This is an optimization exercise on Yosys and OpenROAD, whose aim is small area, not a production implementation. Only simulation tests tie the RTL to the original design; equivalence was not proved. Power is estimated from default activity; no workload was simulated.

`flow/constraint.sdc`:
```
create_clock -name core_clock -period 10.0 [get_ports {clk}]
set_input_delay 2.0000 -clock core_clock [delete_from_list [all_inputs] [get_ports {clk}]]
set_output_delay 2.0000 -clock core_clock [all_outputs]
set_load 0.01 [all_outputs]
```
`flow/config.mk`:
```
export PLATFORM = sky130hd
export DESIGN_NAME = LCD_instance
export DESIGN_NICKNAME = LCD_instance
export VERILOG_FILES = /design/flow/design.v
export SDC_FILE = /design/flow/constraint.sdc
export NUM_CORES = 4
export LEC_CHECK = 0
export CAP_MARGIN = 20
export CORE_MARGIN = 2
export CORE_UTILIZATION = 40
export SLEW_MARGIN = 20
```
`flow/run.sh`:
```
#!/bin/bash
# synth_recipe.tcl (not shown) runs the flow's synth.tcl, then flattens the netlist and writes it again
# the make line also repeats each setting of config.mk as NAME=value (left out here)
make -C /OpenROAD-flow-scripts/flow DESIGN_CONFIG=/design/flow/config.mk WORK_HOME=/design/flow/orfs CLKGATE_MAP_FILE= SYNTH_SCRIPT=/design/flow/synth_recipe.tcl finish
```
`flow/design.v`:
```
module BlockROM16(
    input      [7:0]  addr,
    output reg [15:0] data
);
always @(*) begin
    case (addr)
        8'd1: data = 16'h0001;
        8'd2: data = 16'h00CF;
        8'd4: data = 16'h00C1;
        8'd5: data = 16'h0030;
        8'd6: data = 16'h00ED;
        8'd7: data = 16'h0064;
        8'd8: data = 16'h0003;
        8'd9: data = 16'h0012;
        8'd10: data = 16'h0081;
        8'd11: data = 16'h00E8;
        8'd12: data = 16'h0085;
        8'd13: data = 16'h0010;
        8'd14: data = 16'h007A;
        8'd15: data = 16'h00CB;
        8'd16: data = 16'h0039;
        8'd17: data = 16'h002C;
        8'd19: data = 16'h0034;
        8'd20: data = 16'h0002;
        8'd21: data = 16'h00F7;
        8'd22: data = 16'h0020;
        8'd23: data = 16'h00EA;
        8'd26: data = 16'h00C0;
        8'd27: data = 16'h001B;
        8'd28: data = 16'h00C1;
        8'd29: data = 16'h0001;
        8'd30: data = 16'h00C5;
        8'd31: data = 16'h0030;
        8'd32: data = 16'h0030;
        8'd33: data = 16'h00C7;
        8'd34: data = 16'h00B7;
        8'd35: data = 16'h0036;
        8'd36: data = 16'h0048;
        8'd37: data = 16'h003A;
        8'd38: data = 16'h0055;
        8'd39: data = 16'h00B1;
        8'd41: data = 16'h001A;
        8'd42: data = 16'h00B6;
        8'd43: data = 16'h000A;
        8'd44: data = 16'h00A2;
        8'd45: data = 16'h00F2;
        8'd47: data = 16'h0026;
        8'd48: data = 16'h0001;
        8'd49: data = 16'h00E0;
        8'd50: data = 16'h000F;
        8'd51: data = 16'h002A;
        8'd52: data = 16'h0028;
        8'd53: data = 16'h0008;
        8'd54: data = 16'h000E;
        8'd55: data = 16'h0008;
        8'd56: data = 16'h0054;
        8'd57: data = 16'h00A9;
        8'd58: data = 16'h0043;
        8'd59: data = 16'h000A;
        8'd60: data = 16'h000F;
        8'd65: data = 16'h00E1;
        8'd67: data = 16'h0015;
        8'd68: data = 16'h0017;
        8'd69: data = 16'h0007;
        8'd70: data = 16'h0011;
        8'd71: data = 16'h0006;
        8'd72: data = 16'h002B;
        8'd73: data = 16'h0056;
        8'd74: data = 16'h003C;
        8'd75: data = 16'h0005;
        8'd76: data = 16'h0010;
        8'd77: data = 16'h000F;
        8'd78: data = 16'h003F;
        8'd79: data = 16'h003F;
        8'd80: data = 16'h000F;
        8'd81: data = 16'h002B;
        8'd84: data = 16'h0001;
        8'd85: data = 16'h003F;
        8'd86: data = 16'h002A;
        8'd90: data = 16'h00EF;
        8'd91: data = 16'h0011;
        8'd92: data = 16'h0029;
        8'd93: data = 16'h0036;
        8'd94: data = 16'h0008;
        8'd95: data = 16'h002A;
        8'd99: data = 16'h00EF;
        8'd100: data = 16'h002B;
        8'd103: data = 16'h0001;
        8'd104: data = 16'h003F;
        8'd105: data = 16'h002C;
        8'd106: data = 16'hF800;
        8'd107: data = 16'hFFFF;
        8'd108: data = 16'h002A;
        8'd112: data = 16'h0014;
        8'd113: data = 16'h002B;
        8'd117: data = 16'h0014;
        8'd118: data = 16'h002C;
        8'd119: data = 16'hFFE0;
        8'd121: data = 16'h002C;
        8'd122: data = 16'hF800;
        8'd123: data = 16'hFFFF;
        default: data = 16'h0000;
    endcase
end
endmodule
module BlockROM1(
    input      [7:0] addr,
    output reg       data
);
always @(*) begin
    case (addr)
        8'd1: data = 1'b1;
        8'd3: data = 1'b1;
        8'd4: data = 1'b1;
        8'd5: data = 1'b1;
        8'd7: data = 1'b1;
        8'd8: data = 1'b1;
        8'd9: data = 1'b1;
        8'd10: data = 1'b1;
        8'd12: data = 1'b1;
        8'd13: data = 1'b1;
        8'd14: data = 1'b1;
        8'd16: data = 1'b1;
        8'd17: data = 1'b1;
        8'd18: data = 1'b1;
        8'd19: data = 1'b1;
        8'd20: data = 1'b1;
        8'd22: data = 1'b1;
        8'd24: data = 1'b1;
        8'd25: data = 1'b1;
        8'd27: data = 1'b1;
        8'd29: data = 1'b1;
        8'd31: data = 1'b1;
        8'd32: data = 1'b1;
        8'd34: data = 1'b1;
        8'd36: data = 1'b1;
        8'd38: data = 1'b1;
        8'd40: data = 1'b1;
        8'd41: data = 1'b1;
        8'd43: data = 1'b1;
        8'd44: data = 1'b1;
        8'd46: data = 1'b1;
        8'd48: data = 1'b1;
        8'd50: data = 1'b1;
        8'd51: data = 1'b1;
        8'd52: data = 1'b1;
        8'd53: data = 1'b1;
        8'd54: data = 1'b1;
        8'd55: data = 1'b1;
        8'd56: data = 1'b1;
        8'd57: data = 1'b1;
        8'd58: data = 1'b1;
        8'd59: data = 1'b1;
        8'd60: data = 1'b1;
        8'd61: data = 1'b1;
        8'd62: data = 1'b1;
        8'd63: data = 1'b1;
        8'd64: data = 1'b1;
        8'd66: data = 1'b1;
        8'd67: data = 1'b1;
        8'd68: data = 1'b1;
        8'd69: data = 1'b1;
        8'd70: data = 1'b1;
        8'd71: data = 1'b1;
        8'd72: data = 1'b1;
        8'd73: data = 1'b1;
        8'd74: data = 1'b1;
        8'd75: data = 1'b1;
        8'd76: data = 1'b1;
        8'd77: data = 1'b1;
        8'd78: data = 1'b1;
        8'd79: data = 1'b1;
        8'd80: data = 1'b1;
        8'd82: data = 1'b1;
        8'd83: data = 1'b1;
        8'd84: data = 1'b1;
        8'd85: data = 1'b1;
        8'd87: data = 1'b1;
        8'd88: data = 1'b1;
        8'd89: data = 1'b1;
        8'd90: data = 1'b1;
        8'd94: data = 1'b1;
        8'd96: data = 1'b1;
        8'd97: data = 1'b1;
        8'd98: data = 1'b1;
        8'd99: data = 1'b1;
        8'd101: data = 1'b1;
        8'd102: data = 1'b1;
        8'd103: data = 1'b1;
        8'd104: data = 1'b1;
        8'd106: data = 1'b1;
        8'd107: data = 1'b1;
        8'd109: data = 1'b1;
        8'd110: data = 1'b1;
        8'd111: data = 1'b1;
        8'd112: data = 1'b1;
        8'd114: data = 1'b1;
        8'd115: data = 1'b1;
        8'd116: data = 1'b1;
        8'd117: data = 1'b1;
        8'd119: data = 1'b1;
        8'd120: data = 1'b1;
        8'd122: data = 1'b1;
        8'd123: data = 1'b1;
        8'd124: data = 1'b1;
        8'd125: data = 1'b1;
        8'd127: data = 1'b1;
        8'd128: data = 1'b1;
        8'd129: data = 1'b1;
        8'd130: data = 1'b1;
        8'd132: data = 1'b1;
        8'd133: data = 1'b1;
        default: data = 1'b0;
    endcase
end
endmodule
module LCD_instance(
    input                 clk,
    input                 rstn,
    input       [3:0]     col,
    output      [3:0]     row,
    output                LCD_CS,
    output                LCD_RST,
    output                LCD_RS,
    output                LCD_WR,
    output                LCD_RD,
    output  reg  [15:0]   LCD_DATA,
    output                LCD_BLK
);
assign LCD_RST = rstn;
assign LCD_RD  = 1'b1;
assign LCD_BLK = 1'b1;
reg [11:0] scnt;             
reg        sclk;             
wire       scan_end = (scnt == 12'd2499);
always @(posedge clk) begin
    if (!rstn) begin
        scnt <= 12'd0;
        sclk <= 1'b0;
    end else if (scan_end) begin
        scnt <= 12'd0;
        sclk <= ~sclk;
    end else begin
        scnt <= scnt + 1'b1;
    end
end
reg [1:0] ridx;              
always @(posedge clk or negedge rstn) begin
    if (!rstn)                 ridx <= 2'd0;
    else if (scan_end & ~sclk) ridx <= ridx + 1'b1;
end
assign row = ~(4'b0001 << ridx);
wire sample = scan_end & sclk & (ridx == 2'd0);
wire kphase = (scnt == 12'd1074) & sclk & (ridx == 2'd2);
reg [5:0] kc0, kc1;
always @(posedge clk or negedge rstn) begin
    if (!rstn) begin
        kc0 <= 6'd0;
        kc1 <= 6'd0;
    end else if (sample) begin
        kc0 <= col[0] ? 6'd0 : kc0 + {5'd0, ~&kc0};
        kc1 <= col[1] ? 6'd0 : kc1 + {5'd0, ~&kc1};
    end
end
wire kp0 = kphase & (kc0 == 6'd53);
wire kp1 = kphase & (kc1 == 6'd53);
reg         Initial_finish;
reg         crst;            
reg  [16:0] X;
wire [7:0]  L = X[7:0];
wire [8:0]  H = X[16:8];
wire rep = (X >= 17'd106) && (X < 17'd76906);
wire [7:0] addr = Initial_finish ? (crst ? L : 8'd107) : (rep ? 8'd106 : L);
wire color_finish = (addr == 8'd120);
wire clear_finish = (addr == 8'd133);
reg       wact;
reg [1:0] wph;
wire      addr_en = wact & (wph == 2'd3);
wire      write_en;
wire      w_en    = Initial_finish ? write_en : kp0;
wire      w_stop  = Initial_finish & (color_finish | clear_finish);
wire      if_set  = ~Initial_finish & (addr == 8'd107);
always @(posedge clk or negedge rstn) begin
    if (!rstn) begin
        wact <= 1'b0;
        wph  <= 2'd0;
    end else if (if_set) begin
        wact <= 1'b0;
        wph  <= 2'd0;
    end else if (wact) begin
        wph <= wph + 1'b1;
        if ((wph == 2'd3) & w_stop) wact <= 1'b0;
    end else if (w_en) begin
        wact <= 1'b1;
    end
end
assign LCD_CS = ~wact;
assign LCD_WR = ~(wact & (wph == 2'd1));
always @(posedge clk or negedge rstn) begin
    if (!rstn)       Initial_finish <= 1'b0;
    else if (if_set) Initial_finish <= 1'b1;
end
localparam S_IDLE = 3'd0;
localparam S_CWE  = 3'd1;
localparam S_CW   = 3'd2;
localparam S_DLY  = 3'd3;
localparam S_CCE  = 3'd4;
localparam S_CC   = 3'd5;
localparam S_AC   = 3'd6;
reg [2:0] cst, nst;
reg [10:0] dcnt;
wire delay_finish = (dcnt == 11'd1999);
always @(*) begin
    case (cst)
        S_IDLE: nst = (kp1 & Initial_finish) ? S_CWE : S_IDLE;
        S_AC:   nst = S_CWE;
        S_CWE:  nst = S_CW;
        S_CW:   nst = color_finish ? S_DLY : S_CW;
        S_DLY:  nst = delay_finish ? S_CCE : S_DLY;
        S_CCE:  nst = S_CC;
        S_CC:   nst = clear_finish ? S_AC : S_CC;
        default: nst = S_IDLE;
    endcase
end
always @(posedge clk or negedge rstn) begin
    if (!rstn) cst <= S_IDLE;
    else       cst <= nst;
end
always @(negedge clk or negedge rstn) begin
    if (!rstn) crst <= 1'b0;
    else       crst <= ~((nst == S_IDLE) | (nst == S_CWE));
end
assign write_en = (nst == S_CWE) | (nst == S_CCE);
always @(posedge clk) begin
    dcnt <= (cst == S_DLY) ? dcnt + 1'b1 : 11'd0;
end
always @(posedge clk or negedge rstn) begin
    if (!rstn) begin
        X <= 17'd0;
    end else if (Initial_finish) begin
        if (!crst) begin
            X <= {9'd0, 8'd107};
        end else if (addr_en) begin
            if ((L == 8'd119) | (L == 8'd132)) begin
                if (H == 9'd400) begin
                    X[16:8] <= 9'd0;
                    X[7:0]  <= L + 1'b1;
                end else begin
                    X[16:8] <= H + 1'b1;
                end
            end else if (L == 8'd133) begin
                X[7:0] <= 8'd107;
            end else begin
                X[7:0] <= L + 1'b1;
            end
        end
    end else if (addr_en) begin
        X <= X + 1'b1;
    end
end
reg [3:0] ci, ri;
always @(posedge clk or negedge rstn) begin
    if (!rstn) begin
        ci <= 4'd0;
        ri <= 4'd0;
    end else if (nst == S_AC) begin
        if (ci == 4'd11) begin
            ci <= 4'd0;
            ri <= ri + 1'b1;
        end else begin
            ci <= ci + 1'b1;
        end
    end
end
wire [7:0] col_start = {ci, 4'b0} + {2'b0, ci, 2'b0};
wire [7:0] col_end   = col_start + 8'd19;
wire [8:0] row_start = {1'b0, ri, 4'b0} + {3'b0, ri, 2'b0};
wire [8:0] row_end   = row_start + 9'd19;
reg [7:0] addr_q;
always @(posedge clk) addr_q <= addr;
wire [15:0] B_DATA;
BlockROM16 BlockROM_Data(.addr(addr_q), .data(B_DATA));
BlockROM1  BlockROM_Flag(.addr(addr_q), .data(LCD_RS));
always @(*) begin
    case (addr)
        8'd108, 8'd121: LCD_DATA = 16'h002A;
        8'd109, 8'd122: LCD_DATA = 16'h0000;
        8'd110, 8'd123: LCD_DATA = {8'b0, col_start};
        8'd111, 8'd124: LCD_DATA = 16'h0000;
        8'd112, 8'd125: LCD_DATA = {8'b0, col_end};
        8'd113, 8'd126: LCD_DATA = 16'h002B;
        8'd114, 8'd127: LCD_DATA = {15'b0, row_start[8]};
        8'd115, 8'd128: LCD_DATA = {8'b0, row_start[7:0]};
        8'd116, 8'd129: LCD_DATA = {15'b0, row_end[8]};
        8'd117, 8'd130: LCD_DATA = {8'b0, row_end[7:0]};
        8'd118, 8'd131: LCD_DATA = 16'h002C;
        8'd119, 8'd120: LCD_DATA = 16'hFFE0;
        8'd132, 8'd133: LCD_DATA = 16'hF800;
        default:        LCD_DATA = B_DATA;
    endcase
end
endmodule
```
==> flow_summary.yaml, run 1 <==
floorplan:
  fp-row-count: 47
  dieArea_um2: 18200
  ios: 32
  die_w_um: 135
  core_um2: 16600
  initial_core_util: 0.411
  fp.dieH_um: 135
final_layout:
  synthToLayoutAreaGrowth_pct: 19.0
  nFillCells: 1616
  layout-drive-gt1-share: 0.164
  nNetsFinal: 1003
  fin_util: 0.489
  finalNonFillerCells: 1182
  diodes: 0
global_routing:
  grt_pass1_vias: 6528
  grt_pass1_wl_mm: 35.1
  gr-usage-all-layers: 0.241
  grt_overflow: 0
  grt_max_degree: 51
  antenna_found_initial: 0
cts:
  clk_pin_slew_ns: 0.06
  cts_htree_levels: 3
  cts_buffers: 9
  clkLatencyLatePin_ns: 0.34
  clock-sinks: 83
  cts_root_buf: "clkbuf_16"
  clockBufferDepth: 2
  cts_tree: "built"
  cts_hold_buf: 0
status:
  outcome: "failed layout checks"
  so_faults: "negative setup slack"
timing:
  maxSlewViolCount: 0
  slew_headroom: 0.333
  fin_ws_ns: -0.0730
  setup_violations: 7
  setup-tns-final_ns: -0.358
  finClkSkew_ns: 0.00807
  worst_pin_slew_ns: 0.990
  hold_violations: 0
  rsz0062_at_grt: "true"
logic_synthesis:
  synth.avg_cell_area_um2: 7.56
  synthCells: 905
  synth_warnings: 3
  netlist.top_cell.by_area: "dfrtp_1"
  yosys-top-cells-area: "dfrtp_1 17%, dfxtp_1 11%, ha_1 7.0%, nor2_1 5.9%, nand2_1 5.8%"
  yosysTopAreaCellShare: 0.168
  synthFlopType: "dfrtp_1"
  synth-async-reset-ratio: 0.566
  syn_area_um2: 6840
  synth_cell_types: 81
  ys_ff_latch: 83
  ys_seq_area_frac: 0.277
  synth_edf_count: 0
worst_setup_path:
  crit_type: "flip-flop to output port"
  crit_arrival_ns: 8.07
  worstSetupEndpointType: "output port"
  startpoint_type: "flip-flop"
  worst_ep_required_time_ns: 8.00
  crit_fanout: 24
drt:
  num_vias: 7015
  met3_length_mm: 1.81
  wl_met1_mm: 9.50
  drt_iter0_drc: 741
  routed.top_layer: "met4"
  route.met2.wl_mm: 9.54
  drt_drc_violations_left: 0
  viasPerCell: 5.93
  ant_nets: 0
  drtPass1Iterations: 6
  avgRoutedWirePerCell_um: 18.4
  drt_wl_total_mm: 21.7
worst_hold_path:
  hold_path.class: "flip-flop to flip-flop"
pwr:
  leakage_nw: 3.39
  intPower_mw: 0.568
  p_per_area_nw_per_um2: 88.6
  p_sw_mw: 0.153
  p_total_mw: 0.721
  power_frac_seq: 0.468
  p_clk_frac: 0.514
  ir_drop_mv: 0.0785
  swShare: 0.212
  combPwrFrac: 0.017
placement:
  place_congestion: 1.02
  dp_hpwl_mm: 15.2
  dp.cells: 1147
  place_ws_ns: -0.250
  portBuffers: 27
job:
  max_cap_viol_count: 0
area by class of cell:
class                           instances  area, um^2  share of cell area
Timing Repair Buffer                  101         802              0.0985
Multi-Input combinational cell        728        4700               0.577
Clock inverter                          6        96.3              0.0118
Clock buffer                           10         239              0.0294
Inverter                               34         130              0.0160
Tap cell                              220         275              0.0338
Sequential cell                        83        1900               0.233
cells in the mapped netlist (9+ instances only):
cell,n
nand3_1,41
nand2b_1,19
nor2b_1,10
o21ai_0,65
ha_1,38
inv_1,34
dfrtp_1,46
and3_1,16
nor2_1,107
nand4_1,14
buf_4,9
a211oi_1,16
xnor2_1,21
a21o_1,9
nand2_1,106
a31oi_1,13
xor2_1,14
and2_1,10
a21oi_1,64
dfxtp_1,36
clkbuf_1,35
nor3_1,26
power by group through the flow:
| stage | Sequential, mW | Combinational [mW] | Clock [mW] |
|---|---|---|---|
| floorplan | 0.344 | 0.00643 | 0 |
| global placement | 0.344 | 0.0128 | 0 |
| detailed placement | 0.344 | 0.0131 | 0 |
| CTS | 0.338 | 0.0131 | 0.380 |
| global route | 0.338 | 0.0148 | 0.394 |
| finish | 0.338 | 0.0124 | 0.371 |
what timing repair did:
item | in CTS | in global routing
pin swaps | 17 | 14
buffers inserted | 15 | 4
endpoints found under the setup margin | 16 | 16
cloned | 0 | 0
hold endpoints to repair | 0 | 0
resized for setup | 84 | 32
cell usage in the layout (no fill, tap or decap), types with 5 or more instances in the layout:
cell,synthesis,layout
nand2_1,106,104
nor2_1,107,102
buf_4,9,67
o21ai_0,65,61
a21oi_1,64,60
dfrtp_1,46,46
nand3_1,41,41
dfxtp_1,36,36
ha_1,38,34
inv_1,34,32
nor3_1,26,23
xnor2_1,21,21
nand2b_1,19,18
a211oi_1,16,16
and3_1,16,16
nand4_1,14,14
xor2_1,14,14
a31oi_1,13,13
buf_6,3,12
and2_1,10,11
buf_2,8,11
clkdlybuf4s50_1,0,10
a21o_1,9,9
nor2b_1,10,9
clkbuf_16,0,9
o221ai_1,7,7
o31ai_1,7,7
a22oi_1,8,6
or2_2,6,6
a32oi_1,6,6
nor4_1,5,5
or3_1,5,5
a221o_1,5,5
mux2_2,5,5
critical path, cell delays in order (launching register included):
cell and delay, ns:
dfrtn_1 0.45, nor2b_2 0.07, a21oi_4 0.15, buf_4 0.13, buf_4 0.27, nand2_1 0.19, o41ai_2 0.64, nor4_4 0.11
buf_4 0.17, buf_6 0.10, a221o_1 0.30, buf_2 0.14
worst paths after layout:
path | startpoint | to | slack (ns) | depth (start not counted)
min reg2reg | dcnt[0]$_SDFF_PN0_ | dcnt[0]$_SDFF_PN0_ | 0.45 | 1
min in group asynchronous | rstn | ridx[1]$_DFFE_PN0P_ | 1.81 | 2
max | crst$_DFF_NN0_ | LCD_DATA[3] | -0.07 | 11
min | dcnt[0]$_SDFF_PN0_ | dcnt[0]$_SDFF_PN0_ | 0.45 | 1
max reg2reg | X[6]$_DFFE_PN0P_ | crst$_DFF_NN0_ | 1.01 | 14
max in group asynchronous | rstn | crst$_DFF_NN0_ | 3.53 | 1
per-layer routing:
layer	vias up	GRT usage
met5	-	0
met4	0	0.0895
met3	90	0.0469
met2	353	0.368
met1	3217	0.337
li1	3355	-
logic make-up (layout without fill, tap and decap cells):
group	Yosys count	after routing	share of synthesized area
compound gates	255	255	0.251
xor+xnor	35	35	0.0448
fa+ha+maj	40	40	0.0754
buf+inv	95	151	0.0618
flops	83	83	0.277
mux	8	8	0.0126
other cells	1	2	0.000548
simple gates	388	388	0.276
metrics by stage:
stage | instance area (um^2) | hold slack (ns)
finish | 8140 | 0.446
global route | 8140 | 0.481
CTS | 8030 | 0.447
detailed placement | 7510 | 0.433
global placement | 7510 | 0.425
floorplan | 6850 | 0.413
==> inputs of run 2 (changes only) <==
--- a/flow/design.v
+++ b/flow/design.v
@@ -226,3 +226,3 @@
     output                LCD_RD,
-    output  reg  [15:0]   LCD_DATA,
+    output       [15:0]   LCD_DATA,
     output                LCD_BLK
@@ -234,3 +234,4 @@
 reg        sclk;             
-wire       scan_end = (scnt == 12'd2499);
+wire       scan_end = (scnt == 12'd1316);           
+wire [11:0] scnt_step = {scnt[10:0], ~(scnt[11] ^ scnt[10])};
 always @(posedge clk) begin
@@ -243,3 +244,3 @@
     end else begin
-        scnt <= scnt + 1'b1;
+        scnt <= scnt_step;
     end
@@ -253,3 +254,3 @@
 wire sample = scan_end & sclk & (ridx == 2'd0);
-wire kphase = (scnt == 12'd1074) & sclk & (ridx == 2'd2);
+wire kphase = (scnt == 12'd1048) & sclk & (ridx == 2'd2);   
 reg [5:0] kc0, kc1;
@@ -260,15 +261,20 @@
     end else if (sample) begin
-        kc0 <= col[0] ? 6'd0 : kc0 + {5'd0, ~&kc0};
-        kc1 <= col[1] ? 6'd0 : kc1 + {5'd0, ~&kc1};
+        kc0 <= col[0] ? 6'd0 : (kc0 == 6'd59) ? kc0 : {kc0[4:0], ~(kc0[5] ^ kc0[0])};
+        kc1 <= col[1] ? 6'd0 : (kc1 == 6'd59) ? kc1 : {kc1[4:0], ~(kc1[5] ^ kc1[0])};
     end
 end
-wire kp0 = kphase & (kc0 == 6'd53);
-wire kp1 = kphase & (kc1 == 6'd53);
+wire kp0 = kphase & (kc0 == 6'd61);
+wire kp1 = kphase & (kc1 == 6'd61);
 reg         Initial_finish;
 reg         crst;            
-reg  [16:0] X;
-wire [7:0]  L = X[7:0];
-wire [8:0]  H = X[16:8];
-wire rep = (X >= 17'd106) && (X < 17'd76906);
-wire [7:0] addr = Initial_finish ? (crst ? L : 8'd107) : (rep ? 8'd106 : L);
+reg  [7:0]  L;               
+reg  [10:0] H;               
+reg         rep;             
+wire [10:0] H_step = {H[9:0], ~(H[10] ^ H[1])};
+wire        H_300  = (H == 11'd952);     
+wire        H_400  = (H == 11'd1553);    
+wire        H_1999 = (H == 11'd1152);    
+wire       kill    = Initial_finish & ~crst;
+wire [7:0] addr_nc = (~Initial_finish & rep) ? 8'd106 : L;
+wire [7:0] addr    = kill ? 8'd107 : addr_nc;
 wire color_finish = (addr == 8'd120);
@@ -281,3 +287,3 @@
 wire      w_stop  = Initial_finish & (color_finish | clear_finish);
-wire      if_set  = ~Initial_finish & (addr == 8'd107);
+wire      if_set  = ~Initial_finish & ~rep & (L == 8'd107);
 always @(posedge clk or negedge rstn) begin
@@ -310,4 +316,3 @@
 reg [2:0] cst, nst;
-reg [10:0] dcnt;
-wire delay_finish = (dcnt == 11'd1999);
+wire delay_finish = H_1999;
 always @(*) begin
@@ -330,26 +335,28 @@
     if (!rstn) crst <= 1'b0;
-    else       crst <= ~((nst == S_IDLE) | (nst == S_CWE));
-end
-assign write_en = (nst == S_CWE) | (nst == S_CCE);
-always @(posedge clk) begin
-    dcnt <= (cst == S_DLY) ? dcnt + 1'b1 : 11'd0;
+    else       crst <= ~((cst == S_IDLE) | (cst == S_AC) | (cst == 3'd7));    
 end
+assign write_en = ((cst == S_IDLE) & kp1 & Initial_finish) | (cst == S_AC) | ((cst == S_DLY) & delay_finish);    
+wire L_inc  = addr_en;
+wire [7:0] L_p1 = L + 1'b1;
+wire rep_c = (L == 8'd119) | (L == 8'd132);
 always @(posedge clk or negedge rstn) begin
     if (!rstn) begin
-        X <= 17'd0;
+        L   <= 8'd0;
+        H   <= 11'd0;
+        rep <= 1'b0;
     end else if (Initial_finish) begin
         if (!crst) begin
-            X <= {9'd0, 8'd107};
-        end else if (addr_en) begin
-            if ((L == 8'd119) | (L == 8'd132)) begin
-                if (H == 9'd400) begin
-                    X[16:8] <= 9'd0;
-                    X[7:0]  <= L + 1'b1;
-                end else begin
-                    X[16:8] <= H + 1'b1;
-                end
-            end else if (L == 8'd133) begin
-                X[7:0] <= 8'd107;
-            end else begin
-                X[7:0] <= L + 1'b1;
+            L <= 8'd107;
+            H <= 11'd0;
+        end else begin
+            if (cst == S_DLY)
+                H <= H_step;
+            else if (rep_c)
+                H <= addr_en ? (H_400 ? 11'd0 : H_step) : H;
+            else
+                H <= 11'd0;
+            if (addr_en) begin
+                if (rep_c & ~H_400) L <= L;
+                else if (L == 8'd133) L <= 8'd107;
+                else L <= L_p1;
             end
@@ -357,3 +364,5 @@
     end else if (addr_en) begin
-        X <= X + 1'b1;
+        L <= L_p1;
+        if (L == 8'd255) H <= H_step;
+        if (L == 8'd105) rep <= ~H_300;
     end
@@ -365,3 +374,3 @@
         ri <= 4'd0;
-    end else if (nst == S_AC) begin
+    end else if ((cst == S_CC) & clear_finish) begin    
         if (ci == 4'd11) begin
@@ -383,20 +392,22 @@
 BlockROM1  BlockROM_Flag(.addr(addr_q), .data(LCD_RS));
+reg [15:0] data_nc;
 always @(*) begin
-    case (addr)
-        8'd108, 8'd121: LCD_DATA = 16'h002A;
-        8'd109, 8'd122: LCD_DATA = 16'h0000;
-        8'd110, 8'd123: LCD_DATA = {8'b0, col_start};
-        8'd111, 8'd124: LCD_DATA = 16'h0000;
-        8'd112, 8'd125: LCD_DATA = {8'b0, col_end};
-        8'd113, 8'd126: LCD_DATA = 16'h002B;
-        8'd114, 8'd127: LCD_DATA = {15'b0, row_start[8]};
-        8'd115, 8'd128: LCD_DATA = {8'b0, row_start[7:0]};
-        8'd116, 8'd129: LCD_DATA = {15'b0, row_end[8]};
-        8'd117, 8'd130: LCD_DATA = {8'b0, row_end[7:0]};
-        8'd118, 8'd131: LCD_DATA = 16'h002C;
-        8'd119, 8'd120: LCD_DATA = 16'hFFE0;
-        8'd132, 8'd133: LCD_DATA = 16'hF800;
-        default:        LCD_DATA = B_DATA;
+    case (addr_nc)
+        8'd108, 8'd121: data_nc = 16'h002A;
+        8'd109, 8'd122: data_nc = 16'h0000;
+        8'd110, 8'd123: data_nc = {8'b0, col_start};
+        8'd111, 8'd124: data_nc = 16'h0000;
+        8'd112, 8'd125: data_nc = {8'b0, col_end};
+        8'd113, 8'd126: data_nc = 16'h002B;
+        8'd114, 8'd127: data_nc = {15'b0, row_start[8]};
+        8'd115, 8'd128: data_nc = {8'b0, row_start[7:0]};
+        8'd116, 8'd129: data_nc = {15'b0, row_end[8]};
+        8'd117, 8'd130: data_nc = {8'b0, row_end[7:0]};
+        8'd118, 8'd131: data_nc = 16'h002C;
+        8'd119, 8'd120: data_nc = 16'hFFE0;
+        8'd132, 8'd133: data_nc = 16'hF800;
+        default:        data_nc = B_DATA;
     endcase
 end
+assign LCD_DATA = kill ? B_DATA : data_nc;
 endmodule
--- a/flow/config.mk
+++ b/flow/config.mk
@@ -7,2 +7,3 @@
 export LEC_CHECK = 0
+export ABC_AREA = 1
 export CAP_MARGIN = 20
==> flow_summary.yaml, run 2 <==
placement:
  portBuffers: 27
  dp_hpwl_mm: 13.3
  place_congestion: 0.993
  place_ws_ns: 1.31
floorplan:
  die_w_um: 130
  fp.dieH_um: 130
  ios: 32
  initial_core_util: 0.412
  dieArea_um2: 16800
  fp-row-count: 45
  core_um2: 15300
timing:
  maxSlewViolCount: 0
  hold_violations: 0
  finClkSkew_ns: 0.00995
  setup_violations: 0
  fin_ws_ns: 0.976
  setup-tns-final_ns: 0
  rsz0062_at_grt: "false"
  worst_pin_slew_ns: 0.958
  slew_headroom: 0.359
worst_setup_path:
  worstSetupEndpointType: "output port"
  critical_path.top_delay_family: "buffers and inverters"
  rrSetupSlack_ns: 1.76
  slowest_delay_ns: 0.56
  crit_path_top_delay_cell: "clkdlybuf4s50_1"
  crit_buf_inv: 2
  crit_chain: "inv_2 -> nand2_2 -> nand2_4 -> nand2_1 -> nand2_1 -> clkdlybuf4s50_1"
  crit_fanout: 12
  crit_type: "flip-flop to output port"
  worst_ep_required_time_ns: 8.00
  r2r-start: "crst$_DFF_NN0_"
  startpoint_type: "flip-flop"
  crit_top_cell: "nand2_1"
  crit_arrival_ns: 7.02
  rr_worst_depth: 13
drt:
  viasPerCell: 5.21
  avgRoutedWirePerCell_um: 14.3
  num_vias: 6559
  drt_iter0_drc: 681
  drt_wl_total_mm: 18.0
  drt_drc_violations_left: 0
  drtPass1Iterations: 7
  ant_nets: 0
pwr:
  combPwrFrac: 0.018
  p_per_area_nw_per_um2: 93.2
  leakage_nw: 3.51
  p_clk_frac: 0.516
  intPower_mw: 0.510
  power_frac_seq: 0.466
  p_sw_mw: 0.144
  ir_drop_mv: 0.0952
  swShare: 0.220
  p_total_mw: 0.653
logic_synthesis:
  synth-async-reset-ratio: 0.667
  ys_ff_latch: 75
  syn_area_um2: 6310
  synthFlopType: "dfrtp_1"
  synthCells: 1034
  synth_commonest_cells: "313 x nand2_1, 133 x inv_1, 125 x nor2_1, 108 x nand3_1, 73 x o21ai_0"
  synth.avg_cell_area_um2: 6.11
  synth_edf_count: 0
  synth_cell_types: 43
  synth_warnings: 3
  synth.most_common_cell: "nand2_1"
  netlist.top_cell.by_area: "dfrtp_1"
  yosysTopAreaCellShare: 0.194
  yosys-top-cells-area: "dfrtp_1 19%, nand2_1 19%, nand3_1 8.6%, dfxtp_1 7.9%, inv_1 7.9%"
  ys_seq_area_frac: 0.277
job:
  max_cap_viol_count: 0
final_layout:
  diodes: 0
  nNetsFinal: 1079
  layout_commonest_cell: "nand2_1"
  synthToLayoutAreaGrowth_pct: 11.0
  final_cell_mix: "313 x nand2_1, 133 x inv_1, 125 x nor2_1, 108 x nand3_1, 73 x o21ai_0"
  layout-drive-gt1-share: 0.0429
cts:
  post_cts_buffers: 0
  clockBufferDepth: 2
  cts-resized-gates: 0
  clkLatencyLatePin_ns: 0.34
  cts_hold_buf: 0
  clock-sinks: 75
  clk_pin_slew_ns: 0.06
  cts_tree: "built"
  cts_htree_levels: 3
  cts_root_buf: "clkbuf_16"
  cts_buffers: 9
worst_hold_path:
  hp-start: "scnt[7]$_SDFF_PP0_"
  hold_path.class: "flip-flop to flip-flop"
  hold-path-cell-count: 2
  whs_endpoint: "scnt[8]$_SDFF_PP0_"
status:
  outcome: "timing/DRC/antenna clean"
global_routing:
  grt_overflow: 0
  antenna_found_initial: 0
  grt_max_degree: 51
  grt_pass1_vias: 6080
  grt_pass1_wl_mm: 30.1
  gr-usage-all-layers: 0.223
run 2: worst max-delay path by stage:
| stage | to | slack, ns | from | cells after the start |
|---|---|---|---|---|
| after floorplan | LCD_DATA[12] | 1.36 | crst$_DFF_NN0_ | 7 |
| after global placement | LCD_DATA[15] | 1.34 | crst$_DFF_NN0_ | 5 |
| after detailed placement | LCD_DATA[12] | 1.31 | crst$_DFF_NN0_ | 5 |
| after CTS | LCD_DATA[12] | 0.94 | crst$_DFF_NN0_ | 5 |
| after global routing | LCD_DATA[14] | 0.83 | crst$_DFF_NN0_ | 6 |
| final | LCD_DATA[13] | 0.98 | crst$_DFF_NN0_ | 6 |
run 2: cells by family after synthesis:
| kind of cell | synth area share |
|---|---|
| AO/OA/AOI/OAI | 0.112 |
| XOR/XNOR | 0.0194 |
| adder cells (fa/ha/maj) | 0.0618 |
| buffers and inverters | 0.112 |
| flip-flops | 0.277 |
| multiplexers | 0.00178 |
| other | 0.000594 |
| AND/OR/NAND/NOR | 0.415 |
run 2: per-stage QoR:
| stage | util | instance area [um^2] | hold WS [ns] | cells |
|---|---|---|---|---|
| CTS | 0.458 | 7010 | 0.433 | 1259 |
| detailed placement | 0.437 | 6700 | 0.423 | 1243 |
| floorplan | - | 6320 | 0.413 | 1035 |
| global placement | 0.437 | 6700 | 0.419 | 1243 |
| finish | 0.458 | 7010 | 0.432 | 1259 |
| global route | 0.458 | 7010 | 0.455 | 1259 |
run 2: tightest hold or removal path: stages (launching register included):
cell     delay, ns
dfxtp_1       0.29
inv_1         0.06
nor2_1        0.04
run 2: routing by layer:
metal | wire (um) | part of all wire | vias to the layer above | track usage
met3 | 1270 | 0.070 | 57 | 0.0495
met5 | 0 | 0 | - | 0
met2 | 7680 | 0.43 | 256 | 0.329
met1 | 8500 | 0.47 | 2910 | 0.317
li1 | - | - | 3336 | -
met4 | 593 | 0.033 | 0 | 0.0867
run 2: final cells by class:
cell class / count / area [um^2]
Fill cell: 1662 / 8310
Multi-Input combinational cell: 787 / 3860
Sequential cell: 75 / 1750
Inverter: 137 / 514
Timing Repair Buffer: 33 / 310
Tap cell: 211 / 264
Clock buffer: 10 / 239
Clock inverter: 6 / 71.3
run 2: power groups by stage:
stage	logic (mW)	registers, mW	clock network [mW]
3_3_place_gp	0.0119	0.311	0
2_1_floorplan	0.00539	0.311	0
4_1_cts	0.0120	0.305	0.348
5_1_grt	0.0137	0.305	0.361
3_5_place_dp	0.0120	0.311	0
6_report	0.0115	0.305	0.337
==> inputs of run 3 (changes only) <==
--- a/flow/config.mk
+++ b/flow/config.mk
@@ -10,3 +10,3 @@
 export CORE_MARGIN = 2
-export CORE_UTILIZATION = 40
+export CORE_UTILIZATION = 70
 export SLEW_MARGIN = 20
==> flow_summary.yaml, run 3 <==
global_routing:
  grt_max_degree: 53
  grt_overflow: 0
  grt_pass1_vias: 6483
  gr-usage-all-layers: 0.377
  grt_pass1_wl_mm: 30.1
  antenna_found_initial: 0
timing:
  hold_violations: 0
  setup-tns-final_ns: 0
  worst_pin_slew_ns: 0.826
  rsz0062_at_grt: "false"
  fin_ws_ns: 0.524
  setup_violations: 0
  slew_headroom: 0.448
  hold_ws_ns: 0.437
  maxSlewViolCount: 0
  finClkSkew_ns: 0.0227
worst_setup_path:
  crit_buf_inv: 2
  endpoint: "LCD_DATA[11]"
  startpoint_type: "flip-flop"
  crit_chain: "inv_2 -> nand2_2 -> o21ai_0 -> nand2_1 -> clkdlybuf4s50_1"
  crit_arrival_ns: 7.48
  r2r-start: "crst$_DFF_NN0_"
  cp.depth: 5
  worstSetupEndpointType: "output port"
  worst_ep_required_time_ns: 8.00
  crit_type: "flip-flop to output port"
  startpoint: "crst$_DFF_NN0_"
  rr_worst_depth: 12
  crit_fanout: 35
  slowest_delay_ns: 0.58
  crit_path_top_delay_cell: "clkdlybuf4s50_1"
  rrSetupSlack_ns: 1.60
  critical_path.top_delay_family: "simple AND/OR/NAND/NOR gates"
final_layout:
  final_cell_mix: "313 x nand2_1, 133 x inv_1, 125 x nor2_1, 108 x nand3_1, 73 x o21ai_0"
  layout_commonest_cell: "nand2_1"
  fin_util: 0.777
  layout-drive-gt1-share: 0.0421
  multiInputGateArea_um2: 3860
  nFillCells: 683
  design_area_um2: 6780
  finalNonFillerCells: 1154
  nNetsFinal: 1077
  ff_latch_area_um2: 1750
  diodes: 0
  synthToLayoutAreaGrowth_pct: 7.35
floorplan:
  dieArea_um2: 9800
  fp-row-count: 34
  core_um2: 8720
  die_w_um: 99.0
  initial_core_util: 0.724
  fp.dieH_um: 99.0
  ios: 32
cts:
  clockBufferDepth: 2
  cts_htree_levels: 3
  post_cts_buffers: 0
  cts_hold_buf: 0
  cts_buffers: 9
  clkLatencyLatePin_ns: 0.37
  cts_tree: "built"
  clk_pin_slew_ns: 0.09
  cts-resized-gates: 0
  cts_root_buf: "clkbuf_8"
  clock-sinks: 75
pwr:
  leakage_nw: 3.46
  p_per_area_nw_per_um2: 84.8
  p_total_mw: 0.575
  ir_drop_mv: 0.0827
logic_synthesis:
  ys_seq_area_frac: 0.277
  synth-async-reset-ratio: 0.667
  ys_ff_latch: 75
  synthSimpleGateAreaFrac: 0.415
  synth_xor_area_frac: 0.0194
  synth-compound-area-share: 0.112
  synth_commonest_cells: "313 x nand2_1, 133 x inv_1, 125 x nor2_1, 108 x nand3_1, 73 x o21ai_0"
  synthFlopType: "dfrtp_1"
  synth.avg_cell_area_um2: 6.11
  yosysTopAreaCellShare: 0.194
  syn_area_um2: 6310
  synthCells: 1034
  synthMuxAreaShare: 0.00178
  netlist.top_cell.by_area: "dfrtp_1"
  yosys-top-cells-area: "dfrtp_1 19%, nand2_1 19%, nand3_1 8.6%, dfxtp_1 7.9%, inv_1 7.9%"
  synth.most_common_cell: "nand2_1"
  synth_edf_count: 0
  synthAdderAreaFrac: 0.0618
  synth_cell_types: 43
  synth_top_family_by_area: "simple AND/OR/NAND/NOR gates"
  synth_warnings: 3
drt:
  drt_wl_total_mm: 18.0
  ant_nets: 0
  drt_drc_violations_left: 0
  drt_iter0_drc: 704
  avgRoutedWirePerCell_um: 15.6
  drtPass1Iterations: 8
  viasPerCell: 6.00
  num_vias: 6928
placement:
  place_congestion: 1.03
  dp_hpwl_mm: 12.8
  dp.cells: 1138
  portBuffers: 27
  place_ws_ns: 0.924
  placed_area_um2: 6560
status:
  outcome: "timing/DRC/antenna clean"
worst_hold_path:
  hold-path-cell-count: 2
  hold_path.class: "flip-flop to flip-flop"
job:
  max_cap_viol_count: 0
run 3: changes by cell type in the layout (fill, tap and decap cells not counted), sizes merged:
cell      change
clkinv        -1
inv           -1
buf           -2
bufinv        -1
clkinvlp      +1
clkbuf        +2
run 3: worst reg2reg max path, delay by kind of cell, from the launching register on:
| family | cells | cell delay [ns] |
|---|---|---|
| and+or+nand+nor | 7 | 1.66 |
| DFF | 1 | 0.51 |
| adders and majority gates | 1 | 0.47 |
| AOI/OAI and AO/OA | 2 | 0.46 |
| buffers and inverters | 2 | 0.18 |
run 3: cell families after synthesis:
kind of cell,Yosys count
adder cells (fa/ha/maj),30
flip-flops,75
AND/OR/NAND/NOR,611
XOR/XNOR,14
buffers and inverters,173
multiplexers,1
other,1
AO/OA/AOI/OAI,129
run 3: final cells by class:
cell class | instances | area share
clock buffers | 12 | 0.0277
clock inverters | 4 | 0.00535
inverters | 137 | 0.0759
multi-input cells | 787 | 0.569
flip-flops and latches | 75 | 0.258
well taps | 108 | 0.0199
repair buffers | 31 | 0.0436
run 3: how the worst min path moves through the flow:
| stage | startpoint | end | slack, ns |
|---|---|---|---|
| 6_report | scnt[1]$_SDFF_PP0_ | scnt[2]$_SDFF_PP0_ | 0.44 |
| 5_1_grt | scnt[1]$_SDFF_PP0_ | scnt[2]$_SDFF_PP0_ | 0.45 |
| 4_1_cts | scnt[1]$_SDFF_PP0_ | scnt[2]$_SDFF_PP0_ | 0.44 |
| 3_5_place_dp | scnt[1]$_SDFF_PP0_ | scnt[2]$_SDFF_PP0_ | 0.43 |
| 3_3_place_gp | scnt[10]$_SDFF_PP0_ | scnt[11]$_SDFF_PP0_ | 0.41 |
| 2_1_floorplan | scnt[10]$_SDFF_PP0_ | scnt[11]$_SDFF_PP0_ | 0.41 |
run 3: where the power goes:
group          internal (mW)  total (mW)  switching [mW]  leakage (nW)
clock                  0.130       0.260           0.129         0.111
sequential             0.303       0.304         0.00103         0.880
combinational        0.00298      0.0112         0.00822          2.47
run 3: routing by layer:
layer	part of all wire	global-route usage	vias up
met5	0	0	-
met4	0.054	0.208	0
met3	0.10	0.0645	101
met2	0.46	0.599	449
met1	0.38	0.488	3051
li1	-	-	3327
